Background: an optimization exercise with open tools, aiming at small area and few clock cycles per item. Do not read the settings as production practice.
Function was checked by simulation only, so behaviour that the tests miss may differ from the original.

===== design/flow/config.mk =====
export PLATFORM = sky130hd
export DESIGN_NAME = sha256_core
export DESIGN_NICKNAME = sha256_core
export VERILOG_FILES = /design/flow/design.v
export SDC_FILE = /design/flow/constraint.sdc
export NUM_CORES = 4
export LEC_CHECK = 0
export CAP_MARGIN = 20
export CORE_MARGIN = 2
export CORE_UTILIZATION = 40
export PLACE_DENSITY = 0.6
export SLEW_MARGIN = 20

===== design/flow/constraint.sdc =====
create_clock -name core_clock -period 8.0 [get_ports {clk}]
set_input_delay 1.6000 -clock core_clock [delete_from_list [all_inputs] [get_ports {clk}]]
set_output_delay 1.6000 -clock core_clock [all_outputs]
set_load 0.01 [all_outputs]

===== design/flow/design.v =====
`timescale 1ns / 1ps
module compression(
    input [31:0] Ki, Wi,
    input [31:0] ain, bin, cin, din, ein, fin, gin, hin,
    output [31:0] aout, bout, cout, dout, eout, fout, gout, hout
    );
    wire [31:0] S0, S1, T1, T2, Ch_efg, Maj_abc;
    assign S0 = ({ain[1:0],ain[31:2]}) ^ ({ain[12:0],ain[31:13]}) ^ ({ain[21:0],ain[31:22]});
    assign S1 = ({ein[5:0],ein[31:6]}) ^ ({ein[10:0],ein[31:11]}) ^ ({ein[24:0],ein[31:25]});
    assign Maj_abc = (ain & bin) ^ (ain & cin) ^ (bin & cin);
    assign Ch_efg = (ein & fin) ^ (~ein & gin);
    assign T1 = hin + S1 + Ch_efg + Ki + Wi;
    assign T2 = S0 + Maj_abc;
    assign aout = T1 + T2;
    assign bout = ain;
    assign cout = bin;
    assign dout = cin;
    assign eout = din + T1;
    assign fout = ein;
    assign gout = fin;
    assign hout = gin;
endmodule
`timescale 1ns / 1ps
module sigma0(
    input [31:0] X,
    output [31:0] Y
    );
    assign Y = {X[6:0], X[31:7]} ^ {X[17:0], X[31:18]} ^ {3'b000, X[31:3]};
endmodule
module sigma1(
    input [31:0] X,
    output [31:0] Y
    );
    assign Y = {X[16:0], X[31:17]} ^ {X[18:0], X[31:19]} ^ {10'b0000000000, X[31:10]};
endmodule
module expander(
    input [31:0] Wm16, Wm15, Wm7, Wm2,
    output [31:0] Wnext
    );
    wire [31:0] sigmaL0Out, sigmaL1Out;
    sigma0 s0(.X(Wm15), .Y(sigmaL0Out));
    sigma1 s1(.X(Wm2), .Y(sigmaL1Out));
    assign Wnext = sigmaL1Out + Wm7 + sigmaL0Out + Wm16;
endmodule
`timescale 1ns / 1ps
module sha256_core(
    input clk, rst_n,
    input start,                
    input init,                 
    input [511:0] block,        
    output reg ready,
    output reg done,
    output [255:0] hash
    );
    localparam
        H01 = 32'h6A09E667,
        H02 = 32'hBB67AE85,
        H03 = 32'h3C6EF372,
        H04 = 32'hA54FF53A,
        H05 = 32'h510E527F,
        H06 = 32'h9B05688C,
        H07 = 32'h1F83D9AB,
        H08 = 32'h5BE0CD19;
    reg [31:0] H0, H1, H2, H3, H4, H5, H6, H7;
    reg [31:0] a, b, c, d, e, f, g, h;
    reg [31:0] W [0:15];
    reg [6:0] counter;
    reg busy;
    reg [31:0] Ki;
    always @(*)
        begin
            case(counter[5:0])
            6'd0:  Ki = 32'h428a2f98; 6'd1:  Ki = 32'h71374491; 6'd2:  Ki = 32'hb5c0fbcf; 6'd3:  Ki = 32'he9b5dba5;
            6'd4:  Ki = 32'h3956c25b; 6'd5:  Ki = 32'h59f111f1; 6'd6:  Ki = 32'h923f82a4; 6'd7:  Ki = 32'hab1c5ed5;
            6'd8:  Ki = 32'hd807aa98; 6'd9:  Ki = 32'h12835b01; 6'd10: Ki = 32'h243185be; 6'd11: Ki = 32'h550c7dc3;
            6'd12: Ki = 32'h72be5d74; 6'd13: Ki = 32'h80deb1fe; 6'd14: Ki = 32'h9bdc06a7; 6'd15: Ki = 32'hc19bf174;
            6'd16: Ki = 32'he49b69c1; 6'd17: Ki = 32'hefbe4786; 6'd18: Ki = 32'h0fc19dc6; 6'd19: Ki = 32'h240ca1cc;
            6'd20: Ki = 32'h2de92c6f; 6'd21: Ki = 32'h4a7484aa; 6'd22: Ki = 32'h5cb0a9dc; 6'd23: Ki = 32'h76f988da;
            6'd24: Ki = 32'h983e5152; 6'd25: Ki = 32'ha831c66d; 6'd26: Ki = 32'hb00327c8; 6'd27: Ki = 32'hbf597fc7;
            6'd28: Ki = 32'hc6e00bf3; 6'd29: Ki = 32'hd5a79147; 6'd30: Ki = 32'h06ca6351; 6'd31: Ki = 32'h14292967;
            6'd32: Ki = 32'h27b70a85; 6'd33: Ki = 32'h2e1b2138; 6'd34: Ki = 32'h4d2c6dfc; 6'd35: Ki = 32'h53380d13;
            6'd36: Ki = 32'h650a7354; 6'd37: Ki = 32'h766a0abb; 6'd38: Ki = 32'h81c2c92e; 6'd39: Ki = 32'h92722c85;
            6'd40: Ki = 32'ha2bfe8a1; 6'd41: Ki = 32'ha81a664b; 6'd42: Ki = 32'hc24b8b70; 6'd43: Ki = 32'hc76c51a3;
            6'd44: Ki = 32'hd192e819; 6'd45: Ki = 32'hd6990624; 6'd46: Ki = 32'hf40e3585; 6'd47: Ki = 32'h106aa070;
            6'd48: Ki = 32'h19a4c116; 6'd49: Ki = 32'h1e376c08; 6'd50: Ki = 32'h2748774c; 6'd51: Ki = 32'h34b0bcb5;
            6'd52: Ki = 32'h391c0cb3; 6'd53: Ki = 32'h4ed8aa4a; 6'd54: Ki = 32'h5b9cca4f; 6'd55: Ki = 32'h682e6ff3;
            6'd56: Ki = 32'h748f82ee; 6'd57: Ki = 32'h78a5636f; 6'd58: Ki = 32'h84c87814; 6'd59: Ki = 32'h8cc70208;
            6'd60: Ki = 32'h90befffa; 6'd61: Ki = 32'ha4506ceb; 6'd62: Ki = 32'hbef9a3f7; default: Ki = 32'hc67178f2;
            endcase
        end
    wire [31:0] an, bn, cn, dn, en, fn, gn, hn;
    wire [31:0] Wnext;
    compression u_compression(
        .Ki(Ki), .Wi(W[0]),
        .ain(a), .bin(b), .cin(c), .din(d), .ein(e), .fin(f), .gin(g), .hin(h),
        .aout(an), .bout(bn), .cout(cn), .dout(dn), .eout(en), .fout(fn), .gout(gn), .hout(hn)
        );
    expander u_expander(
        .Wm16(W[0]), .Wm15(W[1]), .Wm7(W[9]), .Wm2(W[14]),
        .Wnext(Wnext)
        );
    assign hash = {H0, H1, H2, H3, H4, H5, H6, H7};
    integer i;
    always @(posedge clk)
        begin
            if (~rst_n)
                begin
                    H0 <= H01; H1 <= H02; H2 <= H03; H3 <= H04;
                    H4 <= H05; H5 <= H06; H6 <= H07; H7 <= H08;
                    counter <= 0;
                    busy <= 0;
                    ready <= 1;
                    done <= 0;
                end
            else
                begin
                    done <= 0;
                    if (ready && start)
                        begin
                            if (init)
                                begin
                                    H0 <= H01; H1 <= H02; H2 <= H03; H3 <= H04;
                                    H4 <= H05; H5 <= H06; H6 <= H07; H7 <= H08;
                                    a <= H01; b <= H02; c <= H03; d <= H04;
                                    e <= H05; f <= H06; g <= H07; h <= H08;
                                end
                            else
                                begin
                                    a <= H0; b <= H1; c <= H2; d <= H3;
                                    e <= H4; f <= H5; g <= H6; h <= H7;
                                end
                            for (i = 0; i < 16; i = i + 1)
                                W[i] <= block[511-32*i -: 32];
                            counter <= 0;
                            busy <= 1;
                            ready <= 0;
                        end
                    else if (busy)
                        begin
                            if (counter == 64)
                                begin
                                    H0 <= H0 + a; H1 <= H1 + b; H2 <= H2 + c; H3 <= H3 + d;
                                    H4 <= H4 + e; H5 <= H5 + f; H6 <= H6 + g; H7 <= H7 + h;
                                    busy <= 0;
                                    ready <= 1;
                                    done <= 1;
                                end
                            else
                                begin
                                    a <= an; b <= bn; c <= cn; d <= dn;
                                    e <= en; f <= fn; g <= gn; h <= hn;
                                    for (i = 0; i < 15; i = i + 1)
                                        W[i] <= W[i+1];
                                    W[15] <= Wnext;
                                    counter <= counter + 1;
                                end
                        end
                end
        end
endmodule

===== design/flow/run.sh =====
#!/bin/bash
# synth_recipe.tcl (not shown) runs the flow's synth.tcl, then flattens the netlist and writes it again
# the make line also repeats each setting of config.mk as NAME=value (left out here)
make -C /OpenROAD-flow-scripts/flow DESIGN_CONFIG=/design/flow/config.mk WORK_HOME=/design/flow/orfs CLKGATE_MAP_FILE= SYNTH_SCRIPT=/design/flow/synth_recipe.tcl finish

==> results.json <==
{
  "setup_viol": 0,
  "clock_path_buffers": 3,
  "nets": 9909,
  "end_kind": "register",
  "grt_pass1_vias": 59170,
  "async_flop_share_pct": 0,
  "reg2reg_to": "a[29]$_DFFE_PP_",
  "largest_register": "W",
  "vias": 64370,
  "synth_largest_area_cell": "edfxtp_1",
  "finalClockSkew_ns": 0.04371,
  "track_usage_pct": 33.24,
  "cp.buffers_inverters": 5,
  "criticalPathCategory": "reg -> reg",
  "synth_top_area_share_pct": 32.26,
  "grt_pass1_wl_mm": 436.2,
  "worst-endpoint-required_ns": 8.51,
  "htree_levels": 4,
  "synth_area_leaders": "edfxtp_1 32%, nand2_1 11%, dfxtp_1 8.3%",
  "antenna_found_initial": 22,
  "fp-row-count": 155,
  "drt.antenna.violating_nets": 0,
  "crit_family": "adder cells",
  "synthFlopType": "edfxtp_1",
  "worst_hold_slack_ns": 0.5045,
  "viasPerCell": 5.702,
  "final.setup.tns_ns": 0,
  "rsz0062_at_grt": "false",
  "largest_register_ffs": 512,
  "dp.cells": 11030,
  "min_from": "W[15][17]$_DFFE_PP_",
  "synth.distinct_cells": 90,
  "status": "timing/DRC/antenna clean",
  "hold_violations": 0,
  "wl_mm": 314.6,
  "core_um2": 178000,
  "cp_common_cell": "fa_1",
  "critPathArrivalTime_ns": 8.06,
  "rr_startpoint": "g[1]$_DFFE_PP_",
  "path_max_fanout": 4,
  "seq_area_frac_synth_pct": 40.60,
  "die_area_um2": 182100,
  "place_hpwl_mm": 239.9,
  "drt-pass1-iter-count": 6,
  "min_to": "W[14][17]$_DFFE_PP_",
  "synth_warnings": 3,
  "clock_sinks": 1066,
  "reg2reg_slack_ns": 0.45,
  "worstMarginPinSlew_ns": 1.214,
  "fmax_mhz": 132.5,
  "initial_utilization_pct": 40.16,
  "layout-drive-gt1-share_pct": 4.351,
  "min_period_over_period_pct": 94.31,
  "crit_path_max_incr_delay_ns": 0.54,
  "ys_ff_latch": 1066,
  "clk_pin_slew_ns": 0.07,
  "route.detailed.drc": 0,
  "slew_headroom_pct": 18.18,
  "tritoncts": "done",
  "syn_inst": 8226,
  "drv_cap": 0,
  "final-instance-count-excl-fill": 11290,
  "synth_edf_count": 768,
  "gp_congestion": 0.9806,
  "synth_area_um2": 71500,
  "synth_nets": 9327,
  "post_drt_wl_per_cell_um": 27.87,
  "period_needed_ns": 7.545,
  "fp.dieH_um": 426.8,
  "drtIter0Drc": 8585,
  "port_buffers": 773,
  "clk_latency_ns": 0.83,
  "area_growth_pct": 20.39,
  "cts_made_buffers": 131,
  "finalMaxSlewViolations": 0,
  "pin_count": 774,
  "r2r_cells": 28,
  "synth_common_cells": "2107 x nand2_1, 768 x edfxtp_1, 589 x o21ai_0",
  "grt_max_degree": 247,
  "fp.dieW_um": 426.8,
  "hold_depth": 2,
  "slowest_stage": "xor2_1",
  "cts_root_buf": "clkbuf_16",
  "hold_path_class": "reg -> reg",
  "yosysMostFrequentCell": "nand2_1",
  "cts_setup_buffers": 0,
  "cp-start-kind": "register",
  "grt_overflow_total": 0,
  "avgSynthCellArea_um2": 8.691
}
tightest hold or removal path, delay by kind of cell (launching register included):
kind | cells | cell delay (ns)
DFF | 1 | 0.32
and+or+nand+nor | 2 | 0.10
how the worst max path moves through the flow:
stage / start / to / cells after the start
after floorplan: start / W[0][0]$_DFFE_PP_ / 5
after global placement: e[12]$_DFFE_PP_ / a[31]$_DFFE_PP_ / 29
after detailed placement: g[1]$_DFFE_PP_ / a[31]$_DFFE_PP_ / 27
after CTS: g[1]$_DFFE_PP_ / a[31]$_DFFE_PP_ / 27
after global routing: g[1]$_DFFE_PP_ / a[29]$_DFFE_PP_ / 30
final: g[1]$_DFFE_PP_ / a[29]$_DFFE_PP_ / 28
cell type report:
| class | instances | area [um2] |
|---|---|---|
| inverter | 528 | 1984 |
| fill | 17230 | 91960 |
| clock inverter | 70 | 742.0 |
| timing repair buffer | 890 | 8785 |
| sequential | 1066 | 29030 |
| clock buffer | 173 | 3631 |
| tap | 2355 | 2947 |
| antenna | 16 | 40.04 |
| multi-input combinational | 6191 | 38910 |
repair_timing:
action / CTS / global route
setup endpoints to repair: 0 / 5
hold buffers: 0 / 0
gates resized for setup: 0 / 2
cell families (layout without fill, tap and decap cells):
group / Yosys count / in the layout / share of synthesized area [%]
AND/OR/NAND/NOR: 3191 / 3191 / 18.97
AO/OA/AOI/OAI: 1809 / 1809 / 15.50
flip-flops: 1066 / 1066 / 40.60
buffers and inverters: 969 / 1661 / 5.110
adder cells (fa/ha/maj): 588 / 588 / 12.33
XOR/XNOR: 561 / 561 / 6.883
multiplexers: 42 / 42 / 0.6108
other: 0 / 16 / 0
through the flow:
stage	utilization, %	cell area, um2	setup slack, ns
2_1_floorplan	-	71550	-7.099
3_3_place_gp	45.84	81620	0.4316
3_5_place_dp	45.84	81620	0.3352
4_1_cts	48.30	85990	0.3432
5_1_grt	48.34	86060	0.006571
6_report	48.35	86070	0.4549
layout by cell type, fill, tap and decap left out, types with 19 or more instances in the layout:
cell	instances
a21o_1	194
o21a_1	69
or3_1	43
buf_4	104
nand2b_1	43
inv_1	522
nor2b_1	44
clkdlybuf4s50_1	771
o21ai_0	588
clkinv_2	19
a31oi_1	61
nor3_1	174
clkbuf_1	27
clkinv_1	26
nand4_1	27
nor2_1	371
edfxtp_1	768
fa_1	195
clkbuf_16	135
and2_1	20
o211ai_1	50
mux2i_1	28
nand3b_1	120
o21bai_1	40
nand2_1	2103
a211oi_1	56
ha_1	390
nand3_1	152
and3_1	30
dfxtp_1	298
o311ai_0	24
a21oi_1	495
xor2_1	198
xnor2_1	359
o31ai_1	22
metal layers:
layer  global-route usage (%)  vias up  wire (um)
met5                        0        -         57
met1                    47.66    31310     136700
met3                    6.254      476      27390
met2                    49.41     3136     137400
met4                    12.73       10      13100
li1                         -    29440          -
Testbench counts, summed over its fixed seeds: cycles 15,378, blocks 233.

## static timing again, ports no longer ideal
The results above use ideal ports. As a check the final layout listed here was re-extracted and re-timed, cells and wires unchanged.
Step 1 (the two cells are an assumption about what drives the block):
set clk [get_ports {clk}]
set_driving_cell -lib_cell sky130_fd_sc_hd__clkbuf_16 $clk
set_driving_cell -lib_cell sky130_fd_sc_hd__buf_2 [delete_from_list [all_inputs] $clk]
Step 2 moves the port delays by t, midway between the first and last clock arrival at a register: inputs arrive t later, outputs are due t later. That takes back most of the time a late clock gives input paths.
Three values: ideal ports, drivers, drivers and shift; two values: the first two.
t, ns: 0.907
setup slack, ns: 0.455 / 0.455 / 0.455
slew at the worst register clock pin (ns): 0.07 / 0.07
After both steps this run still meets setup and hold. For this run, drivers alone change the setup slack by 0.000 ns; drivers and shift together by 0.000 ns.
